From an optimization exercise on the open Yosys and OpenROAD flow, aimed at small area and a short achievable clock period; shortcuts taken in it are not production practice.
Only the layout flow was run in this run; the RTL was not checked for function there.

<file path="design/flow/config.mk">
export PLATFORM = sky130hd
export DESIGN_NAME = roadrash_top
export DESIGN_NICKNAME = roadrash_top
export VERILOG_FILES = /design/flow/design.v
export SDC_FILE = /design/flow/constraint.sdc
export NUM_CORES = 4
export LEC_CHECK = 0
export CAP_MARGIN = 20
export CORE_MARGIN = 2
export CORE_UTILIZATION = 40
export SLEW_MARGIN = 20
</file>
<file path="design/flow/design.v">
`timescale 1ns / 1ps
module final_main #(
    parameter integer CLK_FREQUENCY_HZ = 20000
    )(
    input clk, reset,
    input [5:0] pBtns,
    output  reg [9:0]	bike_col_position,
	output	reg	[9:0]	left_car_row, left_car_column, right_car_row, right_car_column, middle_car_row, middle_car_column,
	output	reg	[2:0]	left_car_icon_num, right_car_icon_num, middle_car_icon_num, background_num,
	output  reg [7:0]   speed,
	output  reg [15:0]  distance
    );
	localparam  DIST_MAX            = 16'd30000;
	localparam  BIKE_INIT_ROW       = 10'd485;
	localparam  BIKE_INIT_COL       = 10'd454;
	localparam  BIKE_MAX_COL        = 10'd908;
	localparam  BIKE_MIN_COL        = 10'd0;
	localparam  BIKE_COL_PIXELS     = 10'd116;
	localparam  BIKE_COL_CHANGE     = 10'd8;
	localparam      COLUMN_MIN                      = 10'd0;
	localparam      COLUMN_MAX                      = 10'd1023;
	localparam		LEFT_CAR_POSITION_2				= 10'd400;
	localparam		LEFT_CAR_POSITION_3				= 10'd415;
	localparam		LEFT_CAR_POSITION_4				= 10'd430;
	localparam		LEFT_CAR_POSITION_5				= 10'd470;
	localparam		LEFT_CAR_POSITION_6				= 10'd512;
	localparam		LEFT_CAR_ROW_INIT				= 10'd400;
	localparam		LEFT_CAR_COL_INIT				= 10'd500;
	localparam		LEFT_CAR_POSITION_MAX   		= 10'd768;
	localparam		LEFT_CAR_COL_POSITION_4			= 10'd440;
	localparam		LEFT_CAR_COL_POSITION_5			= 10'd380;
	localparam		ROW_MAX							= 10'd767;
	localparam		RIGHT_CAR_POSITION_2			= 10'd400;
	localparam		RIGHT_CAR_POSITION_3			= 10'd415;
	localparam		RIGHT_CAR_POSITION_4			= 10'd430;
	localparam		RIGHT_CAR_POSITION_5			= 10'd470;
	localparam		RIGHT_CAR_POSITION_6			= 10'd512;
	localparam		RIGHT_CAR_ROW_INIT				= 10'd400;
	localparam		RIGHT_CAR_COL_INIT				= 10'd524;
	localparam		MIDDLE_CAR_POSITION_2			= 10'd400;
	localparam		MIDDLE_CAR_POSITION_3			= 10'd415;
	localparam		MIDDLE_CAR_POSITION_4			= 10'd430;
	localparam		MIDDLE_CAR_POSITION_5			= 10'd470;
	localparam		MIDDLE_CAR_POSITION_6			= 10'd512;
	localparam		MIDDLE_CAR_COL_POSITION_2		= 10'd495;
	localparam		MIDDLE_CAR_COL_POSITION_3		= 10'd495;
	localparam		MIDDLE_CAR_COL_POSITION_4		= 10'd479;
	localparam		MIDDLE_CAR_COL_POSITION_5		= 10'd383;
	localparam		MIDDLE_CAR_COL_POSITION_6		= 10'd383;
	localparam		MIDDLE_CAR_ROW_INIT				= 10'd400;
	localparam		MIDDLE_CAR_COL_INIT				= 10'd495;
	localparam		MIDDLE_CAR_ROW_MAX				= 10'd512;
    localparam          ONE_BIT_HIGH   = 1'b1;
    localparam          ONE_BIT_LOW    = 1'b0;
	localparam			UPDATE_FREQUENCY_1HZ	= 1;
	localparam			UPDATE_FREQUENCY_5HZ	= 5;
	localparam			UPDATE_FREQUENCY_10HZ	= 10;
    localparam          UPDATE_FREQUENCY_20HZ   = 20;
    localparam          UPDATE_FREQUENCY_40HZ   = 40;
	localparam			UPDATE_FREQUENCY_50HZ	= 50;
	localparam		 	CNTR_WIDTH 				= 32;
	localparam			COUNT_1_3HZ				= 3;
	localparam			COUNT_INIT				= 3'd2;
	reg			[CNTR_WIDTH-1:0]	clk_cnt_5hz, clk_cnt_10hz, clk_cnt_20hz, clk_cnt_40hz, clk_cnt_50hz, clk_cnt_1hz;
	reg			[7:0]				clk_cnt_1_3hz;
	wire		[CNTR_WIDTH-1:0]	top_cnt_1hz = ((CLK_FREQUENCY_HZ / UPDATE_FREQUENCY_1HZ) - 1);
    wire        [CNTR_WIDTH-1:0]    top_cnt_5hz = ((CLK_FREQUENCY_HZ / UPDATE_FREQUENCY_5HZ) - 1);
	wire		[CNTR_WIDTH-1:0]	top_cnt_10hz = ((CLK_FREQUENCY_HZ / UPDATE_FREQUENCY_10HZ) - 1);
    wire        [CNTR_WIDTH-1:0]    top_cnt_20hz = ((CLK_FREQUENCY_HZ / UPDATE_FREQUENCY_20HZ) - 1);
    wire        [CNTR_WIDTH-1:0]    top_cnt_40hz = ((CLK_FREQUENCY_HZ / UPDATE_FREQUENCY_40HZ) - 1);
    wire        [CNTR_WIDTH-1:0]    top_cnt_50hz = ((CLK_FREQUENCY_HZ / UPDATE_FREQUENCY_50HZ) - 1);
	reg								tick1hz, tick5hz, tick10hz, tick20hz, tick40hz, tick50hz, tick_1_3hz;	     
	reg				left_car_display_flag, right_car_display_flag, middle_car_display_flag;
	reg     [3:0]  	obstacle_flag;
	reg     [2:0]   count_init;
	reg             left_obstacle_flag, right_obstacle_flag, middle_obstacle_flag;
	reg     [7:0]   acceleration;
	reg             acceleration_flag, deceleration_flag;  
	always @(posedge clk) begin
		if (reset) begin
			clk_cnt_1hz <= {CNTR_WIDTH{1'b0}};
            tick1hz <= 1'b0;
            tick_1_3hz <= 1'b0;
            clk_cnt_1_3hz <= 2'd0;
            count_init <= COUNT_INIT;
            obstacle_flag <= 4'd2;
            left_obstacle_flag <= 1'b0;
            right_obstacle_flag <= 1'b0;
            middle_obstacle_flag <= 1'b0;
		end
		else if (clk_cnt_1hz == top_cnt_1hz) begin
		    tick1hz <= 1'b1;
    	   if (clk_cnt_1_3hz == COUNT_1_3HZ) begin
                tick_1_3hz <= 1'b1;
                clk_cnt_1_3hz <= 2'd0;
                if(count_init == 3'd0) begin
                    obstacle_flag <= obstacle_flag + 4'd7;					 
                    if (obstacle_flag[3:1] == 3'b111) begin					 
                        left_obstacle_flag <= 1'b0;							 
                        right_obstacle_flag <= 1'b0;
                        middle_obstacle_flag <= 1'b0;
                    end
                    else begin
                        left_obstacle_flag <= obstacle_flag[3];
                        right_obstacle_flag <= obstacle_flag[2];
                        middle_obstacle_flag <= obstacle_flag[1];
                    end                    
                end
                else begin
                    obstacle_flag <= obstacle_flag;
                    count_init <= count_init - 3'd1;
                    left_obstacle_flag <= 1'b0;
                    right_obstacle_flag <= 1'b0;
                    middle_obstacle_flag <= 1'b0;
                end
            end
            else begin
                clk_cnt_1_3hz <= clk_cnt_1_3hz + 2'd1;
                tick_1_3hz <= 1'b0;
                left_obstacle_flag <= 1'b0;
                right_obstacle_flag <= 1'b0;
                middle_obstacle_flag <= 1'b0;
            end
		    clk_cnt_1hz <= {CNTR_WIDTH{1'b0}};
		end
		else begin
		    clk_cnt_1hz <= clk_cnt_1hz + 1'b1;
		    tick1hz <= 1'b0;
		end
	end  
	always @(posedge clk) begin
		if (reset) begin
			clk_cnt_5hz <= {CNTR_WIDTH{1'b0}};
			tick5hz <= 1'b0;
		end
		else if (clk_cnt_5hz == top_cnt_5hz) begin
		    tick5hz <= 1'b1;
		    clk_cnt_5hz <= {CNTR_WIDTH{1'b0}};
		end
		else begin
		    clk_cnt_5hz <= clk_cnt_5hz + 1'b1;
		    tick5hz <= 1'b0;
		end
	end  
    always @(posedge clk) begin
        if (reset) begin
            clk_cnt_10hz <= {CNTR_WIDTH{1'b0}};
            tick10hz <= 1'b0;
        end
        else if (clk_cnt_10hz == top_cnt_10hz) begin
            tick10hz <= 1'b1;
            clk_cnt_10hz <= {CNTR_WIDTH{1'b0}};
        end
        else begin
            clk_cnt_10hz <= clk_cnt_10hz + 1'b1;
            tick10hz <= 1'b0;
        end
    end  
    always @(posedge clk) begin
        if (reset) begin
            clk_cnt_20hz <= {CNTR_WIDTH{1'b0}};
            tick20hz <= 1'b0;
        end
        else if (clk_cnt_20hz == top_cnt_20hz) begin
            tick20hz <= 1'b1;
            clk_cnt_20hz <= {CNTR_WIDTH{1'b0}};
        end
        else begin
            clk_cnt_20hz <= clk_cnt_20hz + 1'b1;
            tick20hz <= 1'b0;
        end
    end  
    always @(posedge clk) begin
        if (reset) begin
            clk_cnt_40hz <= {CNTR_WIDTH{1'b0}};
            tick40hz <= 1'b0;
        end
        else if (clk_cnt_40hz == top_cnt_40hz) begin
            tick40hz <= 1'b1;
            clk_cnt_40hz <= {CNTR_WIDTH{1'b0}};
        end
        else begin
            clk_cnt_40hz <= clk_cnt_40hz + 1'b1;
            tick40hz <= 1'b0;
        end
    end  
	always @(posedge clk) begin
		if (reset) begin
			clk_cnt_50hz <= {CNTR_WIDTH{1'b0}};
			tick50hz <= 1'b0;
		end
		else if (clk_cnt_50hz == top_cnt_50hz) begin
		    tick50hz <= 1'b1;
		    clk_cnt_50hz <= {CNTR_WIDTH{1'b0}};
		end
		else begin
		    clk_cnt_50hz <= clk_cnt_50hz + 1'b1;
		    tick50hz <= 1'b0;
		end
	end  
always @(posedge clk) begin
    if(reset) begin
        acceleration        <= 8'd0;
        deceleration_flag   <= 1'd0;
        acceleration_flag   <= 1'd0;
    end
    else if(tick50hz) begin
        if(pBtns[1]) begin
            if(acceleration == 8'd255) begin
                acceleration <= acceleration;
                acceleration_flag <= 1'd0;
                deceleration_flag <= 1'd1;
            end
            else begin
                acceleration <= acceleration + 8'd1;
                acceleration_flag <= 1'd0;
                deceleration_flag <= 1'd1;
            end
        end
        else if(pBtns[3]) begin
            if(acceleration == 8'd255) begin
                acceleration <= acceleration;
                acceleration_flag <= 1'd1;
                deceleration_flag <= 1'd0;
            end
            else begin
                acceleration <= acceleration + 8'd1;
                acceleration_flag <= 1'd1;
                deceleration_flag <= 1'd0;
            end
        end
        else begin
            acceleration <= 8'd0;
            acceleration_flag <= 1'd0;
            deceleration_flag <= 1'd1;
        end
    end
end
always @(posedge clk) begin
    if(reset) begin
        speed        <= 8'd0;
    end
    else if(tick50hz) begin
        if(deceleration_flag) begin
            if(speed > 8'd8) begin
                if(acceleration > 8'd63) begin
                    speed <= speed - 8'd2;
                end
                else if(acceleration > 8'd127) begin
                    speed <= speed - 8'd4;
                end
                else if(acceleration > 8'd191) begin
                    speed <= speed - 8'd8;
                end
                else begin
                    speed <= speed - 8'd1;
                end
            end
            else begin
                speed <= 8'd0;
            end
        end
        else if(acceleration_flag) begin
            if(speed < 8'd248) begin
                if(acceleration > 8'd191 ) begin
                    speed <= speed + 8'd8;
                end
                else if(acceleration > 8'd127) begin
                    speed <= speed + 8'd4;
                end
                else if(acceleration > 8'd63) begin
                    speed <= speed + 8'd2;
                end
                else begin
                    speed <= speed + 8'd1;
                end
            end
            else begin
                speed <= 8'd255;
            end
        end
    end
end
always @(posedge clk) begin
    if (reset) begin
        distance <= 16'd0;
    end
    else if(tick50hz) begin
        if(distance < (DIST_MAX - 16'd8)) begin
            if(speed < 8'd64) begin
                distance <= distance + 16'd1;
            end
            else if(speed < 8'd128) begin
                distance <= distance + 16'd2;
            end
            else if(speed < 8'd192) begin
                distance <= distance + 16'd4;
            end
            else begin
                distance <= distance + 16'd8;
            end
        end
        else begin
            distance <= DIST_MAX;
        end
    end
end
always @(posedge clk) begin
    if (reset) begin
        background_num <= 3'd0;
    end
    else if(speed == 8'd0) begin
        background_num <= background_num;
    end
    else if(speed < 8'd64) begin
        if(tick5hz) begin
            background_num <= background_num + 3'd1;
        end
        else begin
            background_num <= background_num;
        end
    end
    else if(speed < 8'd128) begin
        if(tick10hz) begin
            background_num <= background_num + 3'd1;
        end
        else begin
            background_num <= background_num;
        end
    end
    else if(speed < 8'd192) begin
        if(tick20hz) begin
            background_num <= background_num + 3'd1;
        end
        else begin
            background_num <= background_num;
        end
    end
    else begin
        if(tick40hz) begin
            background_num <= background_num + 3'd1;
        end
        else begin
            background_num <= background_num;
        end
    end
end
always @(posedge clk) begin
    if(reset) begin
        bike_col_position <= BIKE_INIT_COL;
    end
    else if(tick50hz) begin
        if(pBtns[2]) begin
            if(bike_col_position < BIKE_MAX_COL - BIKE_COL_CHANGE) begin
                bike_col_position <= bike_col_position + BIKE_COL_CHANGE;
            end
            else begin
                bike_col_position <= BIKE_MAX_COL;
            end
        end
        else if(pBtns[4]) begin
            if(bike_col_position > BIKE_COL_CHANGE) begin
                bike_col_position <= bike_col_position - BIKE_COL_CHANGE;
            end
            else begin
                bike_col_position <= BIKE_MIN_COL;
            end
        end
        else begin
            bike_col_position <= bike_col_position;
        end
    end
end
always @(posedge clk) begin
	if(reset) begin
		left_car_row <= ROW_MAX;
		left_car_column <= COLUMN_MAX;
		left_car_icon_num <= 3'd0;
	end
	else if(tick50hz) begin
        if(left_obstacle_flag) begin
            left_car_row <= LEFT_CAR_ROW_INIT;
            left_car_column <= LEFT_CAR_COL_INIT;
    		left_car_icon_num <= 3'd0;
        end
        else if(left_car_column < (COLUMN_MIN + 10'd5)) begin
            left_car_row <= left_car_row;
            left_car_column <= left_car_column;
            left_car_icon_num <= 3'd0;
        end
        else if(left_car_row < LEFT_CAR_POSITION_2) begin
            left_car_row <= left_car_row + 10'd1;
            left_car_column <= left_car_column - 10'd2;
            left_car_icon_num <= 3'd1;
        end
        else if(left_car_row < LEFT_CAR_POSITION_3) begin
            left_car_row <= left_car_row + 10'd1;
            left_car_column <= left_car_column - 10'd3;
            left_car_icon_num <= 3'd2;
        end
        else if(left_car_row == LEFT_CAR_POSITION_3) begin
            left_car_row <= left_car_row + 10'd1;
            left_car_column <= LEFT_CAR_COL_POSITION_4;
            left_car_icon_num <= 3'd3;
        end
        else if(left_car_row < LEFT_CAR_POSITION_4) begin
            left_car_row <= left_car_row + 10'd1;
            left_car_column <= left_car_column - 10'd4;
            left_car_icon_num <= 3'd3;
        end
        else if(left_car_row == LEFT_CAR_POSITION_4) begin
            left_car_row <= left_car_row + 10'd1;
            left_car_column <= LEFT_CAR_COL_POSITION_5;
            left_car_icon_num <= 3'd4;
        end
        else if(left_car_row < LEFT_CAR_POSITION_5) begin
            left_car_row <= left_car_row + 10'd1;
            left_car_column <= left_car_column - 10'd5;
            left_car_icon_num <= 3'd4;
        end
        else if(left_car_row < LEFT_CAR_POSITION_6) begin
            left_car_row <= left_car_row + 10'd1;
            left_car_column <= left_car_column - 10'd6;
            left_car_icon_num <= 3'd5;
        end
        else begin
            left_car_row <= left_car_row;
            left_car_column <= left_car_column;
            left_car_icon_num <= 3'd0;
        end
    end
end
always @(posedge clk) begin
	if(reset) begin
	    right_car_row <= ROW_MAX;
		right_car_column <= COLUMN_MAX;
		right_car_icon_num <= 3'd0;
	end
	else if(tick50hz) begin
        if(right_obstacle_flag) begin
            right_car_row <= RIGHT_CAR_ROW_INIT;
            right_car_column <= RIGHT_CAR_COL_INIT;
    		right_car_icon_num <= 3'd0;
        end
        else if(right_car_column > (COLUMN_MAX - 10'd5)) begin
            right_car_row <= right_car_row;
            right_car_column <= right_car_column;
            right_car_icon_num <= 3'd0;
        end
        else if(right_car_row < RIGHT_CAR_POSITION_2) begin
            right_car_row <= right_car_row + 10'd1;
            right_car_column <= right_car_column + 10'd2;
            right_car_icon_num <= 3'd1;
        end
        else if(right_car_row < RIGHT_CAR_POSITION_3) begin
            right_car_row <= right_car_row + 10'd1;
            right_car_column <= right_car_column + 10'd3;
            right_car_icon_num <= 3'd2;
        end
        else if(right_car_row < RIGHT_CAR_POSITION_4) begin
            right_car_row <= right_car_row + 10'd1;
            right_car_column <= right_car_column + 10'd4;
            right_car_icon_num <= 3'd3;
        end
        else if(right_car_row < RIGHT_CAR_POSITION_5) begin
            right_car_row <= right_car_row + 10'd1;
            right_car_column <= right_car_column + 10'd5;
            right_car_icon_num <= 3'd4;
        end
        else if(right_car_row < RIGHT_CAR_POSITION_6) begin
            right_car_row <= right_car_row + 10'd1;
            right_car_column <= right_car_column + 10'd6;
            right_car_icon_num <= 3'd5;
        end
        else begin
            right_car_row <= right_car_row;
            right_car_column <= right_car_column;
            right_car_icon_num <= 3'd0;
        end
    end
end
always @(posedge clk) begin
	if(reset) begin
		middle_car_row <= MIDDLE_CAR_ROW_INIT;
		middle_car_column <= MIDDLE_CAR_COL_INIT;
		middle_car_icon_num <= 3'd0;
	end
	else if(tick50hz) begin
        if(middle_obstacle_flag) begin
            middle_car_row <= MIDDLE_CAR_ROW_INIT;
            middle_car_column <= MIDDLE_CAR_COL_INIT;
    		middle_car_icon_num <= 3'd0;
        end
        else if(middle_car_row < MIDDLE_CAR_POSITION_2) begin
            middle_car_row <= middle_car_row + 10'd1;
            middle_car_column <= MIDDLE_CAR_COL_POSITION_2;
            middle_car_icon_num <= 3'd1;
        end
        else if(middle_car_row < MIDDLE_CAR_POSITION_3) begin
            middle_car_row <= middle_car_row + 10'd1;
            middle_car_column <= MIDDLE_CAR_COL_POSITION_3;
            middle_car_icon_num <= 3'd2;
        end
        else if(middle_car_row < MIDDLE_CAR_POSITION_4) begin
            middle_car_row <= middle_car_row + 10'd1;
            middle_car_column <= MIDDLE_CAR_COL_POSITION_4;
            middle_car_icon_num <= 3'd3;
        end
        else if(middle_car_row < MIDDLE_CAR_POSITION_5) begin
            middle_car_row <= middle_car_row + 10'd1;
            middle_car_column <= MIDDLE_CAR_COL_POSITION_5;
            middle_car_icon_num <= 3'd4;
        end
        else if(middle_car_row < MIDDLE_CAR_POSITION_6) begin
            middle_car_row <= middle_car_row + 10'd1;
            middle_car_column <= MIDDLE_CAR_COL_POSITION_6;
            middle_car_icon_num <= 3'd5;
        end
        else begin
            middle_car_row <= middle_car_row;
            middle_car_column <= middle_car_column;
            middle_car_icon_num <= 3'd0;
        end
    end
	else begin
        middle_car_row <= middle_car_row;
        middle_car_column <= middle_car_column;
        middle_car_icon_num <= 3'd0;
    end
end
endmodule
`timescale 1ns / 1ps
module bcd_module(
    input       clk,
    input       reset,
    input [19:0] score,
    input [7:0] speed,
    output reg [3:0] speed_hunds,
    output reg [3:0] speed_tens,
    output reg [3:0] speed_ones,
    output reg [3:0] score_ones,
    output reg [3:0] score_tens,
    output reg [3:0] score_hunds,
    output reg [3:0] score_thous,
    output reg [3:0] score_tenthous,
    output reg [3:0] score_hundthous
    );
    reg [7:0]   speed_temp;
    reg [19:0]  score_temp;
always @(*) begin
    speed_temp = speed;
    speed_ones = speed_temp % 8'd10;
    speed_temp = speed_temp / 8'd10;
    speed_tens = speed_temp % 8'd10;
    speed_temp = speed_temp / 8'd10;
    speed_hunds = speed_temp;
end
always @(*) begin
    score_temp = score;
    score_ones = score_temp % 20'd10;
    score_temp = score_temp / 20'd10;
    score_tens = score_temp % 20'd10;
    score_temp = score_temp / 20'd10;
    score_hunds = score_temp % 20'd10;
    score_temp = score_temp / 20'd10;
    score_thous = score_temp % 20'd10;
    score_temp = score_temp / 20'd10;
    score_tenthous = score_temp % 20'd10;
    score_temp = score_temp / 20'd10;
    score_hundthous = score_temp % 20'd10;
end
endmodule
module pwm_audio											 
#(  parameter integer   CLK_FREQUENCY_HZ        = 100000000, 
	parameter integer   OFFSET_MULT             = 30,
	parameter integer   OFFSET_ADD              = 400,
	parameter integer 	CNTR_WIDTH 	    		= 32,
	parameter DUTY_CYCLE_WIDTH                  = 8			
	)
    (input         					clk,				 	 
	input                           reset,
	input [7:0]                     speed,
	input [DUTY_CYCLE_WIDTH - 1:0]	duty_cycle,
	output	reg			pwm_audio_out
 );
   wire [15:0] speed_freq;
   assign speed_freq = (speed*OFFSET_MULT) + OFFSET_ADD; 	 
     reg            [DUTY_CYCLE_WIDTH-1:0]  counter;
     reg			[CNTR_WIDTH-1:0]	clk_cnt; 			 
   	 wire	        [CNTR_WIDTH-1:0]	top_cnt = ((CLK_FREQUENCY_HZ / speed_freq ) - 1);  
	 reg			tickhz;	
	always @(posedge clk) begin
            if (reset) begin
                clk_cnt <= {CNTR_WIDTH{1'b0}};   			 
                tickhz <= 1'b0;
            end 
            else if (clk_cnt >= top_cnt) begin   			 
                tickhz <= 1'b1;
                clk_cnt <= {CNTR_WIDTH{1'b0}};  
            end
            else begin
                clk_cnt <= clk_cnt + 1'b1;       			 
                tickhz <= 1'b0;
            end
        end
    always @(posedge clk) begin
	if (reset) begin										 
		pwm_audio_out 	<= 1'b0;
		counter	        <= 0;
	end
	else if (tickhz)  begin
		counter <= counter + 1;
		pwm_audio_out <= (duty_cycle) ? ((counter <= duty_cycle) ? 1'b1 : 1'b0) : 1'b0;  
	end
end
endmodule
`timescale 1ns / 1ps
module roadrash_top (
    input         clk,
    input         reset,
    input  [5:0]  pBtns,
    input  [7:0]  duty_cycle,
    output [9:0]  bike_col_position,
    output [9:0]  left_car_row, left_car_column,
    output [9:0]  right_car_row, right_car_column,
    output [9:0]  middle_car_row, middle_car_column,
    output [2:0]  left_car_icon_num, right_car_icon_num, middle_car_icon_num,
    output [2:0]  background_num,
    output [3:0]  speed_hunds, speed_tens, speed_ones,
    output [3:0]  score_ones, score_tens, score_hunds,
    output [3:0]  score_thous, score_tenthous, score_hundthous,
    output        pwm_audio_out
    );
    localparam integer CLK_FREQUENCY_HZ = 20000;
    wire [7:0]  speed;
    wire [15:0] distance;
    final_main #(.CLK_FREQUENCY_HZ(CLK_FREQUENCY_HZ)) CONTROLLER (
        .clk(clk), .reset(reset), .pBtns(pBtns),
        .bike_col_position(bike_col_position),
        .left_car_row(left_car_row), .left_car_column(left_car_column),
        .right_car_row(right_car_row), .right_car_column(right_car_column),
        .middle_car_row(middle_car_row), .middle_car_column(middle_car_column),
        .left_car_icon_num(left_car_icon_num), .right_car_icon_num(right_car_icon_num),
        .middle_car_icon_num(middle_car_icon_num), .background_num(background_num),
        .speed(speed), .distance(distance)
    );
    bcd_module BCD (
        .clk(clk), .reset(reset),
        .score({4'd0, distance}), .speed(speed),
        .speed_hunds(speed_hunds), .speed_tens(speed_tens), .speed_ones(speed_ones),
        .score_ones(score_ones), .score_tens(score_tens), .score_hunds(score_hunds),
        .score_thous(score_thous), .score_tenthous(score_tenthous),
        .score_hundthous(score_hundthous)
    );
    pwm_audio #(.CLK_FREQUENCY_HZ(CLK_FREQUENCY_HZ)) AUDIO (
        .clk(clk), .reset(reset), .speed(speed), .duty_cycle(duty_cycle),
        .pwm_audio_out(pwm_audio_out)
    );
endmodule
</file>
<file path="design/flow/constraint.sdc">
create_clock -name core_clock -period 80.0 [get_ports {clk}]
set_input_delay 16.0000 -clock core_clock [delete_from_list [all_inputs] [get_ports {clk}]]
set_output_delay 16.0000 -clock core_clock [all_outputs]
set_load 0.01 [all_outputs]
</file>
<file path="design/flow/run.sh">
#!/bin/bash
# synth_recipe.tcl (not shown) runs the flow's synth.tcl, then flattens the netlist and writes it again
# the make line also repeats each setting of config.mk as NAME=value (left out here)
make -C /OpenROAD-flow-scripts/flow DESIGN_CONFIG=/design/flow/config.mk WORK_HOME=/design/flow/orfs CLKGATE_MAP_FILE= SYNTH_SCRIPT=/design/flow/synth_recipe.tcl finish
</file>
==> impl_metrics.tcl <==
set metrics [dict create \
    synth_ff_type "dfxtp_1" \
    drt_iter0_markers 3310 \
    top_layer "met4" \
    grt_pass1_vias 45430 \
    instances_no_fill 8481 \
    place.gp.congestion 0.9164 \
    slew_viol_final 0 \
    postCtsHoldBufs 0 \
    grt-ovfl-total 0 \
    ys_ff_latch 365 \
    wirelength_mm 145.2 \
    ant_nets 0 \
    holdPathStages 1 \
    die-area_mm2 0.1220 \
    period_share_pct 93.51 \
    cts_buffers 42 \
    yosysUniqueCellTypes 131 \
    syn_inst 6678 \
    worstMarginPinSlew_ns 1.151 \
    crit_start "CONTROLLER.speed[2]" \
    synth_common_cells "nor2_1 (831), nand2_1 (598), a21oi_1 (554)" \
    min_to "CONTROLLER.clk_cnt_20hz[0]" \
    max_freq_ghz 0.01337 \
    r2r_start "CONTROLLER.speed[2]" \
    root_buffer "clkbuf_16" \
    grt_pass1_wl_mm 233.9 \
    placed_area_mm2 0.05185 \
    synth.area.top_cells "dfxtp_1 (15%), ha_1 (11%), nor2_1 (6.5%)" \
    dr_wl_met3_mm 6.687 \
    grt_usage_pct 22.54 \
    start_util_pct 40.34 \
    row_count 126 \
    synth.most_common_cell "nor2_1" \
    io_pins 135 \
    multi_input_comb_area_mm2 0.03920 \
    setup_viol 0 \
    hold_class "reg -> reg" \
    viasPerCell 5.827 \
    hold_viol 0 \
    seq_area_mm2 0.007315 \
    yosysSeqAreaShare_pct 15.32 \
    avgSynthCellArea_um2 7.142 \
    path_clk_slew_ns 0.06 \
    die_y_um 349.3 \
    slowest_stage "fa_2" \
    area_growth_pct 14.11 \
    die_w_um 349.3 \
    place_hpwl_mm 110.1 \
    start_kind "flop" \
    slew_headroom_pct 22.65 \
    clock_skew_ns 0.05096 \
    yosys.area.top_type_share_pct 15.32 \
    yosysWarnings 3 \
    wl_met1_mm 69.96 \
    layout-drive-gt1-share_pct 10.66 \
    num_vias 49420 \
    min-delay-start "CONTROLLER.clk_cnt_20hz[0]" \
    num_antenna_cells 0 \
    worst_path_largest_cell_delay_ns 0.59 \
    cp.arrival_ns 75.30 \
    r2r_end "AUDIO.clk_cnt[4]" \
    worst_setup_path_end_kind "flop" \
    crit_path_frequent_cell "a21o_1" \
    regToRegSetupSlack_ns 5.19 \
    drt_first_pass_iters 6 \
    placedCellCount 8349 \
    netlist_area_mm2 0.04769 \
    crit_type "reg -> reg" \
    outcome "no timing/DRC/antenna violations" \
    finalInstanceArea_mm2 0.05443 \
    dr_wl_met2_mm 65.75 \
    nNetsFinal 7364 \
    wire_per_inst_um 17.12 \
    antenna_found_initial 3 \
    fillers 12010 \
    drc 0 \
    htreeDepth 2 \
    worstPathRequired_ns 80.49 \
    synth_top_area_cell "dfxtp_1" \
    portBuffers 119 \
    synth-edff-count 0 \
    cts_tree "built" \
    clock_latency_ns 0.60 \
    async_flop_share_pct 0 \
    clkSinkCount 365 \
    min_period_ns 74.81 \
    grt_max_degree 79 \
    maxCapViolCount 0 \
    clockBufferDepth 3 \
    critPathMaxFanout 15 \
    coreArea_mm2 0.1182 \
    rr_worst_depth 423 \
]
[worst max path at each step]
stage,endpoint,slack (ns),cells after the start
5_1_grt,AUDIO.clk_cnt[8],-0.17,433
3_3_place_gp,AUDIO.clk_cnt[18],0.63,421
6_report,AUDIO.clk_cnt[4],5.19,423
4_1_cts,AUDIO.clk_cnt[4],0.07,425
3_5_place_dp,AUDIO.clk_cnt[9],0.54,431
2_1_floorplan,AUDIO.clk_cnt[10],0.01,465
[layout by cell type, fill, tap and decap left out, types with 116 or more instances in the layout]
cell	instances
nor2_1	818
nand2_1	595
a21oi_1	527
ha_1	413
dfxtp_1	361
o21ai_0	356
xnor2_1	310
buf_4	283
xor2_1	279
nand3_1	247
inv_1	241
a21o_1	193
nor3_1	149
clkdlybuf4s50_1	118
nand4_1	116
[metrics by stage]
stage | utilization [%] | TNS [ns] | hold WS (ns) | setup WS (ns)
2_1_floorplan | - | 0 | 0.4176 | 0.01163
3_3_place_gp | 43.83 | 0 | 0.4283 | 0.6300
3_5_place_dp | 43.85 | 0 | 0.4425 | 0.5390
4_1_cts | 45.10 | 0 | 0.4538 | 0.07419
5_1_grt | 46.03 | -4.591 | 0.4897 | -0.1676
6_report | 46.03 | 0 | 0.4504 | 5.193
[what timing repair did]
action / in CTS / in global routing
setup buffers: 0 / 51
resized for setup: 0 / 200
setup endpoints to repair: 0 / 33
[sequential cells by signal, summed over array words and instances, names as in the netlist, 4 cells and up]
register	count
CONTROLLER.speed	8
CONTROLLER.acceleration	8
CONTROLLER.clk_cnt_40hz	32
CONTROLLER.clk_cnt_50hz	32
AUDIO.counter	8
CONTROLLER.distance	16
CONTROLLER.clk_cnt_5hz	32
CONTROLLER.right_car_column	10
CONTROLLER.clk_cnt_1hz	32
CONTROLLER.left_car_row	10
CONTROLLER.clk_cnt_10hz	32
AUDIO.clk_cnt	32
CONTROLLER.clk_cnt_20hz	32
CONTROLLER.obstacle_flag	4
CONTROLLER.left_car_column	10
CONTROLLER.right_car_row	10
CONTROLLER.clk_cnt_1_3hz	8
CONTROLLER.middle_car_row	10
CONTROLLER.bike_col_position	9
[per-layer routing]
metal  GRT usage (%)  vias up
met5               0        -
met4           4.495        0
met3           1.937      169
met2           37.87     1145
met1           31.36    23260
li1                -    24850
[worst max-delay path, delay by kind of cell (launching register included)]
kind | cells | cell delay (ns)
AOI/OAI and AO/OA | 219 | 36.05
and+or+nand+nor | 126 | 20.55
adders and majority gates | 31 | 9.85
buffers and inverters | 36 | 5.33
muxes | 8 | 1.90
xor gates and xnor gates | 3 | 0.55
DFF | 1 | 0.37
[area by class of cell]
class                   instances  share of cell area (%)
clock buffers                  52                   2.166
repair buffers                416                   6.485
multi-input cells            5831                   72.02
clock inverters                24                  0.5471
well taps                    1536                   3.531
flip-flops and latches        365                   13.44
inverters                     257                   1.807
[logic make-up (layout without fill, tap and decap cells)]
| group | Yosys count | count (layout) | synth area share (%) |
|---|---|---|---|
| buffers and inverters | 506 | 749 | 4.247 |
| muxes | 132 | 133 | 3.059 |
| and+or+nand+nor | 2672 | 2674 | 27.44 |
| adders and majority gates | 443 | 443 | 11.78 |
| xor gates and xnor gates | 598 | 598 | 11.03 |
| other | 2 | 23 | 0.01575 |
| DFF | 365 | 365 | 15.32 |
| AOI/OAI and AO/OA | 1960 | 1960 | 27.11 |

-- port drivers added, routing unchanged --
The flow's constraints put no driver on any port. The routed layout listed below was extracted and timed again, unchanged, in two steps. Step 1 assumes that a clkbuf_16 drives the clock port and a buf_2 every other input. Step 2 times the ports against the registers' clock, not the clock port: input delays grow and output delays shrink by t, the midpoint of the rising clock arrivals with the driver on. Slacks: ideal ports / drivers / drivers and shift; pairs: ideal ports / drivers.
shift t [ns]: 0.637
slack for setup (ns): 5.193 / 5.193 / 5.193
worst setup path at the end: register to register
latest minus earliest clock arrival (ns): 0.052 / 0.052
worst slew at a driven data input, ns: 0.05
After both steps setup and hold are still met in this run. For this run, drivers alone change the setup slack by 0.000 ns; drivers and shift together by 0.000 ns.
